What follows belongs to an exercise in optimizing a design on an open flow for small area; a production flow would make more cautious choices.
In this exercise RTL edits were held to simulation tests only and were not proved equivalent to the original.
Power is estimated from default activity; no workload was simulated.

$ cat flow/run.sh
#!/bin/bash
# synth_recipe.tcl (not shown) runs the flow's synth.tcl, then flattens the netlist and writes it again
# the make line also repeats each setting of config.mk as NAME=value (left out here)
make -C /OpenROAD-flow-scripts/flow DESIGN_CONFIG=/design/flow/config.mk WORK_HOME=/design/flow/orfs CLKGATE_MAP_FILE= SYNTH_SCRIPT=/design/flow/synth_recipe.tcl finish
$ cat flow/config.mk
export PLATFORM = sky130hd
export DESIGN_NAME = vga_top
export DESIGN_NICKNAME = vga_top
export VERILOG_FILES = /design/flow/design.v
export SDC_FILE = /design/flow/constraint.sdc
export NUM_CORES = 4
export LEC_CHECK = 0
export CAP_MARGIN = 20
export CORE_MARGIN = 2
export CORE_UTILIZATION = 40
export PLACE_DENSITY = 0.6
export SLEW_MARGIN = 20
$ cat flow/constraint.sdc
create_clock -name core_clock -period 12.0 [get_ports {ClkPort}]
set_input_delay 2.4000 -clock core_clock [delete_from_list [all_inputs] [get_ports {ClkPort}]]
set_output_delay 2.4000 -clock core_clock [all_outputs]
set_load 0.01 [all_outputs]
$ cat flow/design.v
`timescale 1ns / 1ps
module display_controller(
	input clk,  
	input rst,
	output hSync, vSync,
	output reg bright,
	output reg[9:0] hCount, 
	output reg [9:0] vCount  
	);
	always @ (posedge clk, posedge rst)
		begin
		if (rst)
			begin
			hCount <= 0;
			vCount <= 0;
			end
		else if (hCount < 10'd799)
			begin
			hCount <= hCount + 1;
			end
		else if (vCount < 10'd524)
			begin
			hCount <= 0;
			vCount <= vCount + 1;
			end
		else
			begin
			hCount <= 0;
			vCount <= 0;
			end
		end
	assign hSync = (hCount < 96) ? 0:1;
	assign vSync = (vCount < 2) ? 0:1;
	always @(posedge clk, posedge rst)
		begin
		if (rst)
			bright <= 0;
		else if(hCount > 10'd143 && hCount < 10'd784 && vCount > 10'd34 && vCount < 10'd516)
			bright <= 1;
		else
			bright <= 0;
		end	
endmodule
`timescale 1ns / 1ps
module game_control(
	input clk,
	input en,  
	input bright,
	input rst,
	input up, input left, input right, input down,
	input [9:0] hCount, vCount,
	output reg [11:0] rgb,
	output reg [3:0] lives 
   );
	wire block_fill;
	wire block_white_fill_2;
	wire block_white_fill_3;
	wire block_white_fill_4;
	wire block_white_fill_5;
	wire block_white_fill_6;
	wire block_white_fill_7;
	wire block_white_fill_8;
	wire block_white_fill_9;
	wire block_white_fill_10;
	wire block_white_fill_11;
	wire block_red_fill_2;
	wire block_red_fill_3;
	wire block_red_fill_4;
	wire block_red_fill_5;
	wire block_red_fill_6;
	wire block_red_fill_7;
	wire block_red_fill_8;
	wire block_red_fill_9;
	wire block_red_fill_10;
	wire block_red_fill_11;
	wire block_blue_fill_2;
	wire block_blue_fill_3;
	wire block_blue_fill_4;
	wire block_blue_fill_5;
	wire block_blue_fill_6;
	wire block_blue_fill_7;
	wire block_blue_fill_8;
	wire block_blue_fill_9;
	wire block_blue_fill_10;
	wire block_blue_fill_11;
	wire ball_fill;
	wire start_screen;
	wire win_screen;
	wire lost_screen;
	reg [1:0] enablewhite2;
	reg [1:0] enablewhite3;
	reg [1:0] enablewhite4;
	reg [1:0] enablewhite5;
	reg [1:0] enablewhite6;
	reg [1:0] enablewhite7;
	reg [1:0] enablewhite8;
	reg [1:0] enablewhite9;
	reg [1:0] enablewhite10;
	reg [1:0] enablewhite11;
	reg [1:0] enablered2;
	reg [1:0] enablered3;
	reg [1:0] enablered4;
	reg [1:0] enablered5;
	reg [1:0] enablered6;
	reg [1:0] enablered7;
	reg [1:0] enablered8;
	reg [1:0] enablered9;
	reg [1:0] enablered10;
	reg [1:0] enablered11;
	reg [1:0] enableblue2;
	reg [1:0] enableblue3;
	reg [1:0] enableblue4;
	reg [1:0] enableblue5;
	reg [1:0] enableblue6;
	reg [1:0] enableblue7;
	reg [1:0] enableblue8;
	reg [1:0] enableblue9;
	reg [1:0] enableblue10;
	reg [1:0] enableblue11;
	reg reg_down;
	reg [9:0] xpos, ypos;
	reg [9:0] xpos2, ypos2;
	reg [1:0] move;
	reg [1:0] ydirection;
	reg [1:0] ydir_b, ydir_n;
	reg ydir_nset;
	reg [1:0] xdirection;
	reg [1:0] xspeed;
	parameter BLACK  = 12'b0000_0000_0000;
	parameter WHITE  = 12'b1111_1111_1111;
	parameter RED    = 12'b1111_0000_0000;
	parameter GREEN  = 12'b0000_1111_0000;
	parameter GREY   = 12'b0101_0101_0101;
	parameter YELLOW = 12'b1111_1111_0000;
	parameter CYAN   = 12'b0000_1111_1111;
	parameter BLUE   = 12'b0000_0000_1111;
	always@ (*) begin
		if(reg_down == 1)
			if(~bright )	 
				rgb = 12'b0000_0000_0000;
			else if (lives < 1 && lost_screen && !(enableblue2 == 0 && enableblue3 == 0 && enableblue4 == 0 && enableblue5 == 0 && enableblue6 == 0 && enableblue7 == 0 
			&& enableblue8 == 0 && enableblue9 == 0 && enableblue10 == 0 && enableblue11 == 0 && enablered2 == 0 && enablered3 == 0 && enablered4 == 0 
			&& enablered5 == 0 && enablered6 == 0 && enablered7 == 0 && enablered8 == 0 && enablered9 == 0 && enablered10 == 0 && enablered11 == 0 &&
			enablewhite2 == 0 && enablewhite3 == 0 && enablewhite4 == 0 && enablewhite5 == 0 && enablewhite6 == 0 && enablewhite7 == 0 && enablewhite8 == 0 && 
			enablewhite9 == 0 && enablewhite10 == 0 && enablewhite11 == 0))
				rgb = RED;
			else if (lives >= 1 && block_fill && !(enableblue2 == 0 && enableblue3 == 0 && enableblue4 == 0 && enableblue5 == 0 && enableblue6 == 0 && enableblue7 == 0 
			&& enableblue8 == 0 && enableblue9 == 0 && enableblue10 == 0 && enableblue11 == 0 && enablered2 == 0 && enablered3 == 0 && enablered4 == 0 
			&& enablered5 == 0 && enablered6 == 0 && enablered7 == 0 && enablered8 == 0 && enablered9 == 0 && enablered10 == 0 && enablered11 == 0 &&
			enablewhite2 == 0 && enablewhite3 == 0 && enablewhite4 == 0 && enablewhite5 == 0 && enablewhite6 == 0 && enablewhite7 == 0 && enablewhite8 == 0 && 
			enablewhite9 == 0 && enablewhite10 == 0 && enablewhite11 == 0)) 
				rgb = GREY; 
			else if (lives >= 1 && block_white_fill_2 || block_white_fill_3 || block_white_fill_4 || block_white_fill_5 || block_white_fill_6 || block_white_fill_7|| 
			block_white_fill_8 || block_white_fill_9 || block_white_fill_10 || block_white_fill_11) 
				rgb = WHITE; 
			else if (lives >= 1 && block_red_fill_2 || block_red_fill_3 || block_red_fill_4 || block_red_fill_5 || block_red_fill_6 || block_red_fill_7|| 
			block_red_fill_8 || block_red_fill_9 || block_red_fill_10 || block_red_fill_11)
				rgb = RED; 
			else if (lives >= 1 && block_blue_fill_2 || block_blue_fill_3 || block_blue_fill_4 || block_blue_fill_5 || block_blue_fill_6 || block_blue_fill_7|| 
			block_blue_fill_8 || block_blue_fill_9 || block_blue_fill_10 || block_blue_fill_11)
				rgb = BLUE;
			else if (lives >= 1 && ball_fill && !(enableblue2 == 0 && enableblue3 == 0 && enableblue4 == 0 && enableblue5 == 0 && enableblue6 == 0 && enableblue7 == 0 
			&& enableblue8 == 0 && enableblue9 == 0 && enableblue10 == 0 && enableblue11 == 0 && enablered2 == 0 && enablered3 == 0 && enablered4 == 0 
			&& enablered5 == 0 && enablered6 == 0 && enablered7 == 0 && enablered8 == 0 && enablered9 == 0 && enablered10 == 0 && enablered11 == 0 &&
			enablewhite2 == 0 && enablewhite3 == 0 && enablewhite4 == 0 && enablewhite5 == 0 && enablewhite6 == 0 && enablewhite7 == 0 && enablewhite8 == 0 && 
			enablewhite9 == 0 && enablewhite10 == 0 && enablewhite11 == 0))
				rgb = CYAN;
			else if(lives >= 1 && enableblue2 == 0 && enableblue3 == 0 && enableblue4 == 0 && enableblue5 == 0 && enableblue6 == 0 && enableblue7 == 0 
			&& enableblue8 == 0 && enableblue9 == 0 && enableblue10 == 0 && enableblue11 == 0 && enablered2 == 0 && enablered3 == 0 && enablered4 == 0 
			&& enablered5 == 0 && enablered6 == 0 && enablered7 == 0 && enablered8 == 0 && enablered9 == 0 && enablered10 == 0 && enablered11 == 0 &&
			enablewhite2 == 0 && enablewhite3 == 0 && enablewhite4 == 0 && enablewhite5 == 0 && enablewhite6 == 0 && enablewhite7 == 0 && enablewhite8 == 0 && 
			enablewhite9 == 0 && enablewhite10 == 0 && enablewhite11 == 0 && win_screen)
				rgb = GREEN;
			else	
				rgb= BLACK;	
		else
		  if(~bright )	 
		      rgb = 12'b0000_0000_0000;
		  else if (start_screen)
		      rgb = YELLOW;
		  else
		      rgb = BLACK;
	end
	assign block_fill= vCount>=(ypos-5) && vCount<=(ypos+5) && hCount>=(xpos-50) && hCount<=(xpos+50);
	assign start_screen = ((hCount>= 10'd148) && (hCount <= 10'd776)) && ((vCount >= 10'd40) && (vCount <= 10'd600));
	assign win_screen = ((hCount>= 10'd148) && (hCount <= 10'd776)) && ((vCount >= 10'd40) && (vCount <= 10'd600));
	assign lost_screen = ((hCount>= 10'd148) && (hCount <= 10'd776)) && ((vCount >= 10'd40) && (vCount <= 10'd600));
	assign block_white_fill_2= ((hCount>= 10'd148) && (hCount <= 10'd209)) && ((vCount >= 10'd40) && (vCount <= 10'd90) && (enablewhite2)) ? 1 : 0;
	assign block_white_fill_3= ((hCount>= 10'd211) && (hCount <= 10'd272)) && ((vCount >= 10'd40) && (vCount <= 10'd90) && (enablewhite3)) ? 1 : 0;
	assign block_white_fill_4= ((hCount>= 10'd274) && (hCount <= 10'd335)) && ((vCount >= 10'd40) && (vCount <= 10'd90) && (enablewhite4)) ? 1 : 0;
	assign block_white_fill_5= ((hCount>= 10'd337) && (hCount <= 10'd398)) && ((vCount >= 10'd40) && (vCount <= 10'd90) && (enablewhite5)) ? 1 : 0;
	assign block_white_fill_6= ((hCount>= 10'd400) && (hCount <= 10'd461)) && ((vCount >= 10'd40) && (vCount <= 10'd90) && (enablewhite6)) ? 1 : 0;
	assign block_white_fill_7= ((hCount>= 10'd463) && (hCount <= 10'd524)) && ((vCount >= 10'd40) && (vCount <= 10'd90) && (enablewhite7)) ? 1 : 0;
	assign block_white_fill_8= ((hCount>= 10'd526) && (hCount <= 10'd587)) && ((vCount >= 10'd40) && (vCount <= 10'd90) && (enablewhite8)) ? 1 : 0;
	assign block_white_fill_9= ((hCount>= 10'd589) && (hCount <= 10'd650)) && ((vCount >= 10'd40) && (vCount <= 10'd90) && (enablewhite9)) ? 1 : 0;
	assign block_white_fill_10= ((hCount>= 10'd652) && (hCount <= 10'd713)) && ((vCount >= 10'd40) && (vCount <= 10'd90) && (enablewhite10)) ? 1 : 0;
	assign block_white_fill_11= ((hCount>= 10'd715) && (hCount <= 10'd776)) && ((vCount >= 10'd40) && (vCount <= 10'd90) && (enablewhite11)) ? 1 : 0;
	assign block_red_fill_2= ((hCount>= 10'd148) && (hCount <= 10'd209)) && ((vCount >= 10'd91) && (vCount <= 10'd141) && (enablered2)) ? 1 : 0;
	assign block_red_fill_3= ((hCount>= 10'd211) && (hCount <= 10'd272)) && ((vCount >= 10'd91) && (vCount <= 10'd141) && (enablered3)) ? 1 : 0;
	assign block_red_fill_4= ((hCount>= 10'd274) && (hCount <= 10'd335)) && ((vCount >= 10'd91) && (vCount <= 10'd141) && (enablered4)) ? 1 : 0;
	assign block_red_fill_5= ((hCount>= 10'd337) && (hCount <= 10'd398)) && ((vCount >= 10'd91) && (vCount <= 10'd141) && (enablered5)) ? 1 : 0;
	assign block_red_fill_6= ((hCount>= 10'd400) && (hCount <= 10'd461)) && ((vCount >= 10'd91) && (vCount <= 10'd141) && (enablered6)) ? 1 : 0;
	assign block_red_fill_7= ((hCount>= 10'd463) && (hCount <= 10'd524)) && ((vCount >= 10'd91) && (vCount <= 10'd141) && (enablered7)) ? 1 : 0;
	assign block_red_fill_8= ((hCount>= 10'd526) && (hCount <= 10'd587)) && ((vCount >= 10'd91) && (vCount <= 10'd141) && (enablered8)) ? 1 : 0;
	assign block_red_fill_9= ((hCount>= 10'd589) && (hCount <= 10'd650)) && ((vCount >= 10'd91) && (vCount <= 10'd141) && (enablered9)) ? 1 : 0;
	assign block_red_fill_10= ((hCount>= 10'd652) && (hCount <= 10'd713)) && ((vCount >= 10'd91) && (vCount <= 10'd141) && (enablered10)) ? 1 : 0;
	assign block_red_fill_11= ((hCount>= 10'd715) && (hCount <= 10'd776)) && ((vCount >= 10'd91) && (vCount <= 10'd141) && (enablered11)) ? 1 : 0;
	assign block_blue_fill_2= ((hCount>= 10'd148) && (hCount <= 10'd209)) && ((vCount >= 10'd142) && (vCount <= 10'd192) && (enableblue2)) ? 1 : 0;
	assign block_blue_fill_3= ((hCount>= 10'd211) && (hCount <= 10'd272)) && ((vCount >= 10'd142) && (vCount <= 10'd192) && (enableblue3)) ? 1 : 0;
	assign block_blue_fill_4= ((hCount>= 10'd274) && (hCount <= 10'd335)) && ((vCount >= 10'd142) && (vCount <= 10'd192) && (enableblue4)) ? 1 : 0;
	assign block_blue_fill_5= ((hCount>= 10'd337) && (hCount <= 10'd398)) && ((vCount >= 10'd142) && (vCount <= 10'd192) && (enableblue5)) ? 1 : 0;
	assign block_blue_fill_6= ((hCount>= 10'd400) && (hCount <= 10'd461)) && ((vCount >= 10'd142) && (vCount <= 10'd192) && (enableblue6)) ? 1 : 0;
	assign block_blue_fill_7= ((hCount>= 10'd463) && (hCount <= 10'd524)) && ((vCount >= 10'd142) && (vCount <= 10'd192) && (enableblue7)) ? 1 : 0;
	assign block_blue_fill_8= ((hCount>= 10'd526) && (hCount <= 10'd587)) && ((vCount >= 10'd142) && (vCount <= 10'd192) && (enableblue8)) ? 1 : 0;
	assign block_blue_fill_9= ((hCount>= 10'd589) && (hCount <= 10'd650)) && ((vCount >= 10'd142) && (vCount <= 10'd192) && (enableblue9)) ? 1 : 0;
	assign block_blue_fill_10= ((hCount>= 10'd652) && (hCount <= 10'd713)) && ((vCount >= 10'd142) && (vCount <= 10'd192) && (enableblue10)) ? 1 : 0;
	assign block_blue_fill_11= ((hCount>= 10'd715) && (hCount <= 10'd776)) && ((vCount >= 10'd142) && (vCount <= 10'd192) && (enableblue11)) ? 1 : 0;
	assign ball_fill =  (vCount>=(ypos2) && vCount<=(ypos2) && hCount>=(xpos2-10) && hCount<=(xpos2+10) || 
	                     vCount>=(ypos2-1) && vCount<=(ypos2+1) && hCount>=(xpos2-10) && hCount<=(xpos2+10)||
						 vCount>=(ypos2-2) && vCount<=(ypos2+2) && hCount>=(xpos2-10) && hCount<=(xpos2+10)|| 
	                     vCount>=(ypos2-3) && vCount<=(ypos2+3) && hCount>=(xpos2-8) && hCount<=(xpos2+8)||
						 vCount>=(ypos2-4) && vCount<=(ypos2+4) && hCount>=(xpos2-8) && hCount<=(xpos2+8) ||
	                     vCount>=(ypos2-5) && vCount<=(ypos2+5) && hCount>=(xpos2-6) && hCount<=(xpos2+6) ||
						 vCount>=(ypos2-6) && vCount<=(ypos2+6) && hCount>=(xpos2-6) && hCount<=(xpos2+6) ||
	                     vCount>=(ypos2-7) && vCount<=(ypos2+7) && hCount>=(xpos2-4) && hCount<=(xpos2+4)||
						 vCount>=(ypos2-7) && vCount<=(ypos2+7) && hCount>=(xpos2-4) && hCount<=(xpos2+4)||
	                     vCount>=(ypos2-8) && vCount<=(ypos2+8) && hCount>=(xpos2-2) && hCount<=(xpos2+2) ||
	                     vCount>=(ypos2-9) && vCount<=(ypos2+9) && hCount>=(xpos2-1) && hCount<=(xpos2+1));
	always@ (posedge clk, posedge rst)
		begin
			if(rst)
			begin
				reg_down <= 0;
				move <= 0;
			end	
		    else if (en && down) 
				reg_down <= 1;
			else if(en && up && reg_down == 1)
				move <=1;
		end
	always@(posedge clk, posedge rst) 
	begin
		if(rst)
			begin 
				lives <= 3'd3;
				enablewhite2 <= 1;
				enablewhite3 <= 1;
				enablewhite4 <= 1;
				enablewhite5 <= 1;
				enablewhite6 <= 1;
				enablewhite7 <= 1;
				enablewhite8 <= 1;
				enablewhite9 <= 1;
				enablewhite10 <= 1;
				enablewhite11 <= 1;
				enablered2 <= 1;
				enablered3 <= 1;
				enablered4 <= 1;
				enablered5 <= 1;
				enablered6 <= 1;
				enablered7 <= 1;
				enablered8 <= 1;
				enablered9 <= 1;
				enablered10 <= 1;
				enablered11 <= 1;
				enableblue2 <= 1;
				enableblue3 <= 1;
				enableblue4 <= 1;
				enableblue5 <= 1;
				enableblue6 <= 1;
				enableblue7 <= 1;
				enableblue8 <= 1;
				enableblue9 <= 1;
				enableblue10 <= 1;
				enableblue11 <= 1;
				xpos <= 450;
				ypos <= 470;
				xpos2 <= 450;
				ypos2 <= 456;
				ydirection <= 1;
				xdirection <= 2;
				xspeed <= 0;
			end
		else if (en && reg_down == 1)
			begin
			ydir_b = ydirection;
			ydir_n = ydirection;
			ydir_nset = 1'b0;
			if ((ypos2 + 4 > 465) && (ypos2 + 4 < 467) && ydir_b == 0) 
				begin
					if ((xpos2 >= xpos - 50) && (xpos2 <= xpos + 50))
						begin ydir_n = 1; ydir_nset = 1'b1; end
					if ((xpos2 >= xpos - 1) && (xpos2 <= xpos + 1))
						begin
							xdirection <= 2;
							xspeed <= 0;
						end
					if ((xpos2 >= xpos - 50) && (xpos2 <= xpos -27))
						begin
							xdirection <= 0;
							xspeed <= 2;
						end
					if ((xpos2 >= xpos - 26) && (xpos2 <= xpos - 2))
						begin
							xdirection <= 0;
							xspeed <= 1;
						end
					if ((xpos2 >= xpos + 2) && (xpos2 <= xpos + 26))
						begin
							xdirection <= 1;
							xspeed <= 1;
						end
					if ((xpos2 >= xpos + 27) && (xpos2 <= xpos +50))
					begin
						xdirection <= 1;
						xspeed <= 2;
					end
			end
			begin
				if ((ypos2 - 4 <= 192))
					begin
						if ((xpos2 - 10 >= 148) && (xpos2 + 10 <= 210) && (enableblue2))
						begin
							enableblue2 <= 0;
							ydir_b = 0;
						end
						if ((xpos2 - 10 >= 211) && (xpos2 + 10 <= 273) && (enableblue3))
						begin
							enableblue3 <= 0;
							ydir_b = 0;
						end
						if ((xpos2 - 10 >= 274) && (xpos2 + 10 <= 336) && (enableblue4))
						begin
							enableblue4 <= 0;
							ydir_b = 0;
						end
						if ((xpos2 - 10 >= 337) && (xpos2 + 10 <= 399) && (enableblue5))
						begin
							enableblue5 <= 0;
							ydir_b = 0;
						end
						if ((xpos2 - 10 >= 400) && (xpos2 + 10 <= 462) && (enableblue6))
						begin
							enableblue6 <= 0;
							ydir_b = 0;
						end
						if ((xpos2 - 10 >= 461) && (xpos2 + 10 <= 525) && (enableblue7))
						begin
							enableblue7 <= 0;
							ydir_b = 0;
						end
						if ((xpos2 - 10 >= 526) && (xpos2 + 10 <= 588) && (enableblue8))
						begin
							enableblue8 <= 0;
							ydir_b = 0;
						end
						if ((xpos2 - 10 >= 589) && (xpos2 + 10 <= 651) && (enableblue9))
						begin
							enableblue9 <= 0;
							ydir_b = 0;
						end
						if ((xpos2 - 10 >= 652) && (xpos2 + 10 <= 714) && (enableblue10))
						begin
							enableblue10 <= 0;
							ydir_b = 0;
						end
						if ((xpos2 - 10 >= 715) && (xpos2 + 10 <= 778) && (enableblue11))
						begin
							enableblue11 <= 0;
							ydir_b = 0;
						end
					end
			end
			begin
				if ((ypos2 + 4 <= 146) && (ypos2 + 4 >= 142) && (ydir_b == 0))
					begin
						if ((xpos2 - 10 >= 148) && (xpos2 + 10 <= 210) && (enableblue2))
						begin
							enableblue2 <= 0;
							ydir_b = 1;
						end
						if ((xpos2 - 10 >= 211) && (xpos2 + 10 <= 273) && (enableblue3))
						begin
							enableblue3 <= 0;
							ydir_b = 1;
						end
						if ((xpos2 - 10 >= 274) && (xpos2 + 10 <= 336) && (enableblue4))
						begin
							enableblue4 <= 0;
							ydir_b = 1;
						end
						if ((xpos2 - 10 >= 337) && (xpos2 + 10 <= 399) && (enableblue5))
						begin
							enableblue5 <= 0;
							ydir_b = 1;
						end
						if ((xpos2 - 10 >= 400) && (xpos2 + 10 <= 462) && (enableblue6))
						begin
							enableblue6 <= 0;
							ydir_b = 1;
						end
						if ((xpos2 - 10 >= 463) && (xpos2 + 10 <= 525) && (enableblue7))
						begin
							enableblue7 <= 0;
							ydir_b = 1;
						end
						if ((xpos2 - 10 >= 526) && (xpos2 + 10 <= 588) && (enableblue8))
						begin
							enableblue8 <= 0;
							ydir_b = 1;
						end
						if ((xpos2 - 10 >= 589) && (xpos2 + 10 <= 651) && (enableblue9))
						begin
							enableblue9 <= 0;
							ydir_b = 1;
						end
						if ((xpos2 - 10 >= 652) && (xpos2 + 10 <= 714) && (enableblue10))
						begin
							enableblue10 <= 0;
							ydir_b = 1;
						end
						if ((xpos2 - 10 >= 715) && (xpos2 + 10 <= 776) && (enableblue11))
						begin
							enableblue11 <= 0;
							ydir_b = 1;
						end
					end
			end
			begin
				if ((ypos2 - 4 <= 192) && (ypos2 - 4 >= 142))
					begin
						if ((xpos2 - 10 >= 205) && (xpos2 - 10 <= 209) && (enableblue2))
						begin
							enableblue2 <= 0;
							xdirection <= 1;
						end
						if ((xpos2 + 10 >= 148) && (xpos2 + 10 <= 152) && (enableblue2))
						begin
							enableblue2 <= 0;
							xdirection <= 0;
						end
						if ((xpos2 - 10 >= 268) && (xpos2 - 10 <= 272) && (enableblue3))
						begin
							enableblue3 <= 0;
							xdirection <= 1;
						end
						if ((xpos2 + 10 >= 211) && (xpos2 + 10 <= 215) && (enableblue3))
						begin
							enableblue3 <= 0;
							xdirection <= 0;
						end
						if ((xpos2 - 10 >= 331) && (xpos2 - 10 <= 335) && (enableblue4))
						begin
							enableblue4 <= 0;
							xdirection <= 1;
						end
						if ((xpos2 + 10 >= 274) && (xpos2 + 10 <= 278) && (enableblue4))
						begin
							enableblue4 <= 0;
							xdirection <= 0;
						end
						if ((xpos2 - 10 >= 394) && (xpos2 - 10 <= 398) && (enableblue5))
						begin
							enableblue5 <= 0;
							xdirection <= 1;
						end
						if ((xpos2 + 10 >= 337) && (xpos2 + 10 <= 341) && (enableblue5))
						begin
							enableblue5 <= 0;
							xdirection <= 0;
						end
						if ((xpos2 - 10 >= 457) && (xpos2 - 10 <= 461) && (enableblue6))
						begin
							enableblue6 <= 0;
							xdirection <= 1;
						end
						if ((xpos2 + 10 >= 400) && (xpos2 + 10 <= 404) && (enableblue6))
						begin
							enableblue6 <= 0;
							xdirection <= 0;
						end
						if ((xpos2 - 10 >= 520) && (xpos2 - 10 <= 524) && (enableblue7))
						begin
							enableblue7 <= 0;
							xdirection <= 1;
						end
						if ((xpos2 + 10 >= 463) && (xpos2 + 10 <= 467) && (enableblue7))
						begin
							enableblue7 <= 0;
							xdirection <= 0;
						end
						if ((xpos2 - 10 >= 583) && (xpos2 - 10 <= 587) && (enableblue8))
						begin
							enableblue8 <= 0;
							xdirection <= 1;
						end
						if ((xpos2 + 10 >= 526) && (xpos2 + 10 <= 530) && (enableblue8))
						begin
							enableblue8 <= 0;
							xdirection <= 0;
						end
						if ((xpos2 - 10 >= 646) && (xpos2 - 10 <= 650) && (enableblue9))
						begin
							enableblue9 <= 0;
							xdirection <= 1;
						end
						if ((xpos2 + 10 >= 589) && (xpos2 + 10 <= 593) && (enableblue9))
						begin
							enableblue9 <= 0;
							xdirection <= 0;
						end
						if ((xpos2 - 10 >= 709) && (xpos2 - 10 <= 713) && (enableblue10))
						begin
							enableblue10 <= 0;
							xdirection <= 1;
						end
						if ((xpos2 + 10 >= 652) && (xpos2 + 10 <= 656) && (enableblue10))
						begin
							enableblue10 <= 0;
							xdirection <= 0;
						end
						if ((xpos2 - 10 >= 772) && (xpos2 - 10 <= 776) && (enableblue11))
						begin
							enableblue11 <= 0;
							xdirection <= 1;
						end
						if ((xpos2 + 10 >= 715) && (xpos2 + 10 <= 719) && (enableblue11))
						begin
							enableblue11 <= 0;
							xdirection <= 0;
						end
					end
			end
			begin
				if ((ypos2 - 4 <= 141))
					begin
						if ((xpos2 - 10 >= 148) && (xpos2 + 10 <= 210) && (enablered2))
						begin
							enablered2 <= 0;
							ydir_b = 0;
						end
						if ((xpos2 - 10 >= 211) && (xpos2 + 10 <= 273) && (enablered3))
						begin
							enablered3 <= 0;
							ydir_b = 0;
						end
						if ((xpos2 - 10 >= 274) && (xpos2 + 10 <= 336) && (enablered4))
						begin
							enablered4 <= 0;
							ydir_b = 0;
						end
						if ((xpos2 - 10 >= 337) && (xpos2 + 10 <= 399) && (enablered5))
						begin
							enablered5 <= 0;
							ydir_b = 0;
						end
						if ((xpos2 - 10 >= 400) && (xpos2 + 10 <= 462) && (enablered6))
						begin
							enablered6 <= 0;
							ydir_b = 0;
						end
						if ((xpos2 - 10 >= 463) && (xpos2 + 10 <= 525) && (enablered7))
						begin
							enablered7 <= 0;
							ydir_b = 0;
						end
						if ((xpos2 - 10 >= 526) && (xpos2 + 10 <= 588) && (enablered8))
						begin
							enablered8 <= 0;
							ydir_b = 0;
						end
						if ((xpos2 - 10 >= 589) && (xpos2 + 10 <= 651) && (enablered9))
						begin
							enablered9 <= 0;
							ydir_b = 0;
						end
						if ((xpos2 - 10 >= 652) && (xpos2 + 10 <= 714) && (enablered10))
						begin
							enablered10 <= 0;
							ydir_b = 0;
						end
						if ((xpos2 - 10 >= 715) && (xpos2 + 10 <= 778) && (enablered11))
						begin
							enablered11 <= 0;
							ydir_b = 0;
						end
					end
			end	
			begin
				if ((ypos2 + 4 <= 92) && ydir_b == 0)
					begin
						if ((xpos2 - 10 >= 148) && (xpos2 + 10 <= 210) && (enablered2))
						begin
							enablered2 <= 0;
							ydir_b = 1;
						end
						if ((xpos2 - 10 >= 211) && (xpos2 + 10 <= 273) && (enablered3))
						begin
							enablered3 <= 0;
							ydir_b = 1;
						end
						if ((xpos2 - 10 >= 274) && (xpos2 + 10 <= 336) && (enablered4))
						begin
							enablered4 <= 0;
							ydir_b = 1;
						end
						if ((xpos2 - 10 >= 337) && (xpos2 + 10 <= 399) && (enablered5))
						begin
							enablered5 <= 0;
							ydir_b = 1;
						end
						if ((xpos2 - 10 >= 400) && (xpos2 + 10 <= 462) && (enablered6))
						begin
							enablered6 <= 0;
							ydir_b = 1;
						end
						if ((xpos2 - 10 >= 463) && (xpos2 + 10 <= 525) && (enablered7))
						begin
							enablered7 <= 0;
							ydir_b = 1;
						end
						if ((xpos2 - 10 >= 526) && (xpos2 + 10 <= 588) && (enablered8))
						begin
							enablered8 <= 0;
							ydir_b = 1;
						end
						if ((xpos2 - 10 >= 589) && (xpos2 + 10 <= 651) && (enablered9))
						begin
							enablered9 <= 0;
							ydir_b = 1;
						end
						if ((xpos2 - 10 >= 652) && (xpos2 + 10 <= 714) && (enablered10))
						begin
							enablered10 <= 0;
							ydir_b = 1;
						end
						if ((xpos2 - 10 >= 715) && (xpos2 + 10 <= 778) && (enablered11))
						begin
							enablered11 <= 0;
							ydir_b = 1;
						end
					end
			end	
			begin
				if ((ypos2 - 4 <= 141) && (ypos2 - 4 >= 91))
					begin
						if ((xpos2 - 10 >= 205) && (xpos2 - 10 <= 209) && (enablered2))
						begin
							enablered2 <= 0;
							xdirection <= 1;
						end
						if ((xpos2 + 10 >= 148) && (xpos2 + 10 <= 152) && (enablered2))
						begin
							enablered2 <= 0;
							xdirection <= 0;
						end
						if ((xpos2 - 10 >= 268) && (xpos2 - 10 <= 272) && (enablered3))
						begin
							enablered3 <= 0;
							xdirection <= 1;
						end
						if ((xpos2 + 10 >= 211) && (xpos2 + 10 <= 215) && (enablered3))
						begin
							enablered3 <= 0;
							xdirection <= 0;
						end
						if ((xpos2 - 10 >= 331) && (xpos2 - 10 <= 335) && (enablered4))
						begin
							enablered4 <= 0;
							xdirection <= 1;
						end
						if ((xpos2 + 10 >= 274) && (xpos2 + 10 <= 278) && (enablered4))
						begin
							enablered4 <= 0;
							xdirection <= 0;
						end
						if ((xpos2 - 10 >= 394) && (xpos2 - 10 <= 398) && (enablered5))
						begin
							enablered5 <= 0;
							xdirection <= 1;
						end
						if ((xpos2 + 10 >= 337) && (xpos2 + 10 <= 341) && (enablered5))
						begin
							enablered5 <= 0;
							xdirection <= 0;
						end
						if ((xpos2 - 10 >= 457) && (xpos2 - 10 <= 461) && (enablered6))
						begin
							enablered6 <= 0;
							xdirection <= 1;
						end
						if ((xpos2 + 10 >= 400) && (xpos2 + 10 <= 404) && (enablered6))
						begin
							enablered6 <= 0;
							xdirection <= 0;
						end
						if ((xpos2 - 10 >= 520) && (xpos2 - 10 <= 524) && (enablered7))
						begin
							enablered7 <= 0;
							xdirection <= 1;
						end
						if ((xpos2 + 10 >= 463) && (xpos2 + 10 <= 467) && (enablered7))
						begin
							enablered7 <= 0;
							xdirection <= 0;
						end
						if ((xpos2 - 10 >= 583) && (xpos2 - 10 <= 587) && (enablered8))
						begin
							enablered8 <= 0;
							xdirection <= 1;
						end
						if ((xpos2 + 10 >= 526) && (xpos2 + 10 <= 530) && (enablered8))
						begin
							enablered8 <= 0;
							xdirection <= 0;
						end
						if ((xpos2 - 10 >= 646) && (xpos2 - 10 <= 650) && (enablered9))
						begin
							enablered9 <= 0;
							xdirection <= 1;
						end
						if ((xpos2 + 10 >= 589) && (xpos2 + 10 <= 593) && (enablered9))
						begin
							enablered9 <= 0;
							xdirection <= 0;
						end
						if ((xpos2 - 10 >= 709) && (xpos2 - 10 <= 713) && (enablered10))
						begin
							enablered10 <= 0;
							xdirection <= 1;
						end
						if ((xpos2 + 10 >= 652) && (xpos2 + 10 <= 656) && (enablered10))
						begin
							enablered10 <= 0;
							xdirection <= 0;
						end
						if ((xpos2 - 10 >= 772) && (xpos2 - 10 <= 776) && (enablered11))
						begin
							enablered11 <= 0;
							xdirection <= 1;
						end
						if ((xpos2 + 10 >= 715) && (xpos2 + 10 <= 719) && (enablered11))
						begin
							enablered11 <= 0;
							xdirection <= 0;
						end
					end
			end
			begin
				if ((ypos2 - 4 <= 90))
					begin
						if ((xpos2 - 10 >= 148) && (xpos2 + 10 <= 210) && (enablewhite2))
						begin
							enablewhite2 <= 0;
							ydir_b = 0;
						end
						if ((xpos2 - 10 >= 211) && (xpos2 + 10 <= 273) && (enablewhite3))
						begin
							enablewhite3 <= 0;
							ydir_b = 0;
						end
						if ((xpos2 - 10 >= 274) && (xpos2 + 10 <= 336) && (enablewhite4))
						begin
							enablewhite4 <= 0;
							ydir_b = 0;
						end
						if ((xpos2 - 10 >= 337) && (xpos2 + 10 <= 399) && (enablewhite5))
						begin
							enablewhite5 <= 0;
							ydir_b = 0;
						end
						if ((xpos2 - 10 >= 400) && (xpos2 + 10 <= 462) && (enablewhite6))
						begin
							enablewhite6 <= 0;
							ydir_b = 0;
						end
						if ((xpos2 - 10 >= 463) && (xpos2 + 10 <= 525) && (enablewhite7))
						begin
							enablewhite7 <= 0;
							ydir_b = 0;
						end
						if ((xpos2 - 10 >= 526) && (xpos2 + 10 <= 588) && (enablewhite8))
						begin
							enablewhite8 <= 0;
							ydir_b = 0;
						end
						if ((xpos2 - 10 >= 589) && (xpos2 + 10 <= 651) && (enablewhite9))
						begin
							enablewhite9 <= 0;
							ydir_b = 0;
						end
						if ((xpos2 - 10 >= 652) && (xpos2 + 10 <= 714) && (enablewhite10))
						begin
							enablewhite10 <= 0;
							ydir_b = 0;
						end
						if ((xpos2 - 10 >= 715) && (xpos2 + 10 <= 778) && (enablewhite11))
						begin
							enablewhite11 <= 0;
							ydir_b = 0;
						end
					end
			end
			begin
				if ((ypos2 - 4 <= 90) && (ypos2 - 4 >= 40))
					begin
						if ((xpos2 - 10 >= 205) && (xpos2 - 10 <= 209) && (enablewhite2))
						begin
							enablewhite2 <= 0;
							xdirection <= 1;
						end
						if ((xpos2 + 10 >= 148) && (xpos2 + 10 <= 152) && (enablewhite2))
						begin
							enablewhite2 <= 0;
							xdirection <= 0;
						end
						if ((xpos2 - 10 >= 268) && (xpos2 - 10 <= 272) && (enablewhite3))
						begin
							enablewhite3 <= 0;
							xdirection <= 1;
						end
						if ((xpos2 + 10 >= 211) && (xpos2 + 10 <= 215) && (enablewhite3))
						begin
							enablewhite3 <= 0;
							xdirection <= 0;
						end
						if ((xpos2 - 10 >= 331) && (xpos2 - 10 <= 335) && (enablewhite4))
						begin
							enablewhite4 <= 0;
							xdirection <= 1;
						end
						if ((xpos2 + 10 >= 274) && (xpos2 + 10 <= 278) && (enablewhite4))
						begin
							enablewhite4 <= 0;
							xdirection <= 0;
						end
						if ((xpos2 - 10 >= 394) && (xpos2 - 10 <= 398) && (enablewhite5))
						begin
							enablewhite5 <= 0;
							xdirection <= 1;
						end
						if ((xpos2 + 10 >= 337) && (xpos2 + 10 <= 341) && (enablewhite5))
						begin
							enablewhite5 <= 0;
							xdirection <= 0;
						end
						if ((xpos2 - 10 >= 457) && (xpos2 - 10 <= 461) && (enablewhite6))
						begin
							enablewhite6 <= 0;
							xdirection <= 1;
						end
						if ((xpos2 + 10 >= 400) && (xpos2 + 10 <= 404) && (enablewhite6))
						begin
							enablewhite6 <= 0;
							xdirection <= 0;
						end
						if ((xpos2 - 10 >= 520) && (xpos2 - 10 <= 524) && (enablewhite7))
						begin
							enablewhite7 <= 0;
							xdirection <= 1;
						end
						if ((xpos2 + 10 >= 463) && (xpos2 + 10 <= 467) && (enablewhite7))
						begin
							enablewhite7 <= 0;
							xdirection <= 0;
						end
						if ((xpos2 - 10 >= 583) && (xpos2 - 10 <= 587) && (enablewhite8))
						begin
							enablewhite8 <= 0;
							xdirection <= 1;
						end
						if ((xpos2 + 10 >= 526) && (xpos2 + 10 <= 530) && (enablewhite8))
						begin
							enablewhite8 <= 0;
							xdirection <= 0;
						end
						if ((xpos2 - 10 >= 646) && (xpos2 - 10 <= 650) && (enablewhite9))
						begin
							enablewhite9 <= 0;
							xdirection <= 1;
						end
						if ((xpos2 + 10 >= 589) && (xpos2 + 10 <= 593) && (enablewhite9))
						begin
							enablewhite9 <= 0;
							xdirection <= 0;
						end
						if ((xpos2 - 10 >= 709) && (xpos2 - 10 <= 713) && (enablewhite10))
						begin
							enablewhite10 <= 0;
							xdirection <= 1;
						end
						if ((xpos2 + 10 >= 652) && (xpos2 + 10 <= 656) && (enablewhite10))
						begin
							enablewhite10 <= 0;
							xdirection <= 0;
						end
						if ((xpos2 - 10 >= 772) && (xpos2 - 10 <= 776) && (enablewhite11))
						begin
							enablewhite11 <= 0;
							xdirection <= 1;
						end
						if ((xpos2 + 10 >= 715) && (xpos2 + 10 <= 719) && (enablewhite11))
						begin
							enablewhite11 <= 0;
							xdirection <= 0;
						end
					end
			end
		if ((ypos2 - 4 <= 41) && (ydir_b)) 
			begin ydir_n = 0; ydir_nset = 1'b1; end
		if ((xpos2 - 5 <= 147) && (xdirection == 0)) 
			xdirection <= 1;
		if ((xpos2 + 5 >= 777) && (xdirection == 1)) 
			xdirection <= 0;
		if(move && ypos2 <= 475)
			begin
				if (ydir_b == 1)
					ypos2 <= ypos2 - 2;
				else if (ydir_b == 0)
					ypos2 <= ypos2 + 2;
				else if (ydir_b == 2)
					ypos2 <= ypos2 - 1;
				if (xdirection == 0)
				begin
					if (xspeed == 2)
					begin
						if( xpos2 - 4 >= 148)
							xpos2 <= xpos2 - 4;
					end
					else if (xspeed == 1)
					begin
						if( xpos2 - 2 >= 148)
							xpos2 <= xpos2 - 2;
					end
				end
				else if (xdirection == 1)
				begin
					if (xspeed == 2)
					begin
						if( xpos2 + 4 <= 776)
							xpos2 <= xpos2 + 4;
					end
					else if (xspeed == 1)
					begin
						if( xpos2 + 2 <= 776)
							xpos2 <= xpos2 + 2;
					end
				end
				else if (xdirection == 2)
				begin
					xpos2 <= xpos2;
				end
			end
		else if (ypos2 >= 471)
			begin 
				lives <= lives - 3'd1;
				if (ypos2 >= 472)
					begin
						xpos <= 450;
						ypos <= 470;
						xpos2 <= 450;
						ypos2 <= 456;
						begin ydir_n = 1; ydir_nset = 1'b1; end
						xdirection <= 2;
					end
			end
		if(right) 
			begin
				xpos<=xpos+4;  
				if(xpos>=730)  
					xpos<=730;
			end
		else if(left) 
			begin
				xpos<=xpos-4;
				if(xpos<=200)
					xpos<=200;
			end
			ydirection <= ydir_nset ? ydir_n : ydir_b;
		end
	end
endmodule
module display_lives(
	input clk,
	input[3:0] displayNumber,
	output reg [3:0] anode,
	output reg [6:0] ssdOut	
    );
	reg [20:0] refresh;
	reg [3:0] LEDNumber;
	wire [1:0] LEDCounter;
	always @ (posedge clk)
	begin
		refresh <= refresh + 21'd1;
	end
	assign LEDCounter = refresh[20:19];
	always @ (*)
	 begin
		begin
			anode = 4'b1110;
			LEDNumber = displayNumber;
		end	
	end
	always @ (*)
    begin
        case (LEDNumber)
        4'd0: ssdOut = 7'b0000001;     
        4'd1: ssdOut = 7'b1001111; 
        4'd2: ssdOut = 7'b0010010; 
        4'd3: ssdOut = 7'b0000110;  
        default: ssdOut = 7'b0000110; 
        endcase
    end
endmodule
`timescale 1ns / 1ps
module vga_top(
	input ClkPort,
	input BtnC,
	input BtnU,
	input BtnD,
	input BtnR,
	input BtnL,
	input MoveTick,  
	output hSync, vSync,
	output [3:0] vgaR, vgaG, vgaB,
	output An0, An1, An2, An3, An4, An5, An6, An7,
	output Ca, Cb, Cc, Cd, Ce, Cf, Cg, Dp,
	output MemOE, MemWR, RamCS, QuadSpiFlashCS
	);
	wire Reset;
	assign Reset=BtnC;
	wire bright;
	wire[9:0] hc, vc;
	wire[3:0] lives;
	wire [6:0] ssdOut;
	wire [3:0] anode;
	wire [11:0] rgb;
	display_controller dc(.clk(ClkPort), .rst(Reset), .hSync(hSync), .vSync(vSync), .bright(bright), .hCount(hc), .vCount(vc));
	game_control sc(.clk(ClkPort), .en(MoveTick), .bright(bright), .rst(BtnC), .up(BtnU), .down(BtnD),.left(BtnL),.right(BtnR),.hCount(hc), .vCount(vc), .rgb(rgb), .lives(lives));
	display_lives cnt(.clk(ClkPort), .displayNumber(lives), .anode(anode), .ssdOut(ssdOut));
	assign vgaR = rgb[11 : 8];
	assign vgaG = rgb[7  : 4];
	assign vgaB = rgb[3  : 0];
	assign {MemOE, MemWR, RamCS, QuadSpiFlashCS} = 4'b1111;
	assign {An7, An6, An5, An4, An3, An2, An1, An0} = {4'b1111, anode};
	assign {Ca, Cb, Cc, Cd, Ce, Cf, Cg} = ssdOut[6 : 0];
	assign Dp = 1'b1;  
endmodule
==> summary.txt <==
Synth
  – Post-Syn Area: 0.0218 sq mm
  – Top_reg_cell synth: dfrtp_1
  – EDFF count, synth: 0
  – Post-synth cell types: 105
  – Post-synthesis sequential area ratio: 14.2%
  – Synthesized area per cell: 7.74 sq um
  – Number of warning messages in the yosys log: 3
  – Post-synth ARST share: 100%
  – Post-synth top area share: 21.8%
  – Leading area contributor after synthesis: ha_1
  – Largest cells by area after synthesis: ha_1 22%, dfrtp_1 8.6%, xnor2_1 7.4%
  – Synthesized instance count: 2,812
  – Synth Register Bits: 121

Die
  – CORE AREA: 0.0538 sq mm
  – Die width: 237 microns
  – Row count: 85
  – Die Ht: 237 microns
  – I/O pin count: 41
  – Die area: 0.0563 sq mm
  – Initial core utilization: 40.5%

GRT
  – Vias in the first global route: 22,300
  – Largest net degree at the start of global routing: 74
  – Wire length of the first global-routing pass: 134,000 microns
  – Total congestion overflow: 0
  – Antenna violations before repair: 0
  – Total Routing Usage GR: 30.6%

Final layout
  – Share of cells above drive strength 1: 8.02%
  – N_diodes: 0
  – Final nets: 3,168
  – Area added between synthesis and finish: 6.63%

Setup path
  – Cell depth of the worst setup path: 17
  – Crit path buf inv count: 4
  – CP endpoint kind: output port
  – R2R setup slack: 5890 ps
  – CP max stage delay: 1070 ps
  – Worst setup path end: vgaG[1]
  – Cell family with most CP delay: compound AO/OA/AOI/OAI gates
  – Cell with the largest stage delay on the worst path: dfstp_2
  – WP data required: 9600 ps
  – Critical Path Source Type: flop
  – Critical path origin: sc.xpos2[1]
  – Worst-path maximum fanout: 35
  – Crit-path cells: inv_1 -> ha_1 -> xnor2_1 -> inv_1 -> ha_1 -> a21o_1 -> a21o_1 -> a21oi_1 -> nor2b_1 -> o211ai_1 -> a221oi_1 -> a2111oi_0 -> buf_4 -> a21oi_1 -> a31oi_1 -> a21boi_0 -> clkdlybuf4s50_1
  – Critical path class: flop to output port
  – FF-to-FF End: sc.ypos2[1]
  – Arrival time at the worst endpoint: 6760 ps
  – FF-to-FF path depth: 13
  – Reg2reg start: sc.xpos2[1]

Power and ir drop
  – Power Density: 249 mW/mm^2
  – Peak supply drop: 0.113 mV
  – Leak pwr: 0.0102 uW
  – Final Power: 5770 uW

Worst hold path
  – Worst hold path type: flop to flop

Placed design
  – PortBufs: 26
  – Post-DP HPWL: 65,400 microns
  – Final Wtd Congestion: 1.03
  – DP Worst Slack: 3540 ps

Timing
  – TNS Setup: 0 ps
  – Tmin final: 9160 ps
  – Final Max Tran Viols: 0
  – Worst slew pin tran: 1230 ps
  – Highest Clock Rate: 109 MHz
  – Final setup fails: 0
  – RSZ-0062 raised after global routing: no
  – Max-slew headroom: 17.3%
  – Fin. Hold Viols: 0
  – Final worst slack: 2840 ps
  – Final worst-path cycle share: 76.4%
  – Worst Clk Skew: 18.5 ps

Routing
  – Final WL: 86,800 microns
  – DR vias: 22,600
  – ANT nets after route: 0
  – First-pass DRT Iterations: 6
  – Drt via density: 6.48
  – Drc violations: 0
  – WL per Instance: 24.9 microns
  – First-iteration detailed-routing DRC count: 2,481

Job
  – Max-cap violation count: 0

CTS
  – Post-CTS Setup Bufs: 0
  – TritonCTS clock tree: built
  – Root Driver: clkbuf_16
  – CTS max path bufs: 2
  – Clock latency on the worst-skew pair: 480 ps
  – TritonCTS Buffers: 17
  – CTS H-tree lvls: 4
  – CTS resizes: 0
  – Reg clk slew, reported paths: 60 ps
  – Hold-fix buffers, CTS: 0
  – CTS sink cnt: 121

Status
  – Status: finished clean
==> worst min-delay path by stage <==
stage                            start                  to  cells after the start
finish              sc.enablewhite7[0]  sc.enablewhite7[0]                      1
global route          sc.enablered3[0]    sc.enablered3[0]                      1
CTS                 sc.enablewhite7[0]  sc.enablewhite7[0]                      1
detailed placement  sc.enablewhite7[0]  sc.enablewhite7[0]                      1
global placement      sc.enablered7[1]    sc.enablered7[1]                      1
floorplan                   sc.move[0]          sc.move[0]                      1
==> Yosys cell counts, drive strengths merged (46+ instances only) <==
| cell type | instances |
|---|---|
| nand4 | 61 |
| o21ai | 170 |
| dfrtp | 75 |
| xor2 | 56 |
| nor3 | 61 |
| inv | 103 |
| a21oi | 199 |
| ha | 380 |
| nand2 | 248 |
| nor2 | 255 |
| dfstp | 46 |
| xnor2 | 189 |
| clkbuf | 76 |
| nor2b | 87 |
| o21a | 56 |
| a21o | 97 |
| nand3 | 71 |
| buf | 61 |
==> layer usage <==
| metal | vias to the layer above | part of all wire [%] | global-route usage, % |
|---|---|---|---|
| li1 | 10200 | - | - |
| met1 | 10900 | 43 | 41.2 |
| met2 | 1236 | 44 | 48.5 |
| met3 | 234 | 9.1 | 5.39 |
| met4 | 0 | 3.8 | 12.3 |
| met5 | - | 0 | 0 |
==> cell families after synthesis <==
group | synth area share (%)
and+or+nand+nor | 22.1
AOI/OAI and AO/OA | 26.4
adders and majority gates | 21.8
xor gates and xnor gates | 9.99
buffers and inverters | 4.85
DFF | 14.2
muxes | 0.615
other | 0.0345
==> power breakdown <==
group          internal (uW)  switching [uW]  total [uW]  leakage (uW)
clock network            267             231         498      0.000262
logic                   1660            2960        4620       0.00843
registers                479             174         652       0.00147
total                   2410            3370        5770        0.0102
==> area by class of cell <==
cell class / instances / area, sq um
clock buffers: 18 / 429
clock inverters: 14 / 113
fillers: 5445 / 30600
inverters: 105 / 397
multi-input cells: 2461 / 17700
flip-flops and latches: 121 / 3090
well taps: 696 / 871
repair buffers: 75 / 628
==> sequential cells by signal, indices dropped and copies added, names as in the netlist, 4 cells and up <==
register and flops:
dc.hCount 10, dc.vCount 10, sc.lives 4, sc.xpos 9, sc.xpos2 9, sc.ypos2 10
==> metrics by stage <==
stage	instances	instance area (sq um)	util [%]	hold slack [ps]
floorplan	2824	21800	-	433
global route	3490	23200	43.1	495
CTS	3490	23200	43.1	486
global placement	3458	22700	42.1	469
detailed placement	3458	22700	42.1	476
finish	3490	23200	43.1	485
==> layout by cell type, fill, tap and decap left out, types with 59 or more instances in the layout <==
cell type / count
inv_1: 89
a21oi_1: 195
nor2_1: 253
o21ai_0: 157
nor3_1: 59
ha_1: 380
nand4_1: 59
nand3_1: 71
nor2b_1: 87
nand2_1: 247
xnor2_1: 185
a21o_1: 97
dfrtp_1: 75

==> separate check: timing with driven ports <==
The results above use ideal ports. As a check the final layout listed here was re-extracted and re-timed, cells and wires unchanged.
Step 1 assumes that a clkbuf_16 drives the clock port and a buf_2 every other input.
Step 2 times the ports against the registers' clock, not the clock port: input delays grow and output delays shrink by t, the midpoint of the rising clock arrivals with the driver on.
Slacks: ideal / step 1 / step 2; pairs: ideal / step 1.
t, ns: 0.527
slack for setup (ns): 2.837 / 2.782 / 3.309
pins driven straight from the clock port: 1
After both steps this run still meets setup and hold. For this run, drivers alone change the setup slack by -0.055 ns; drivers and shift together by +0.472 ns.
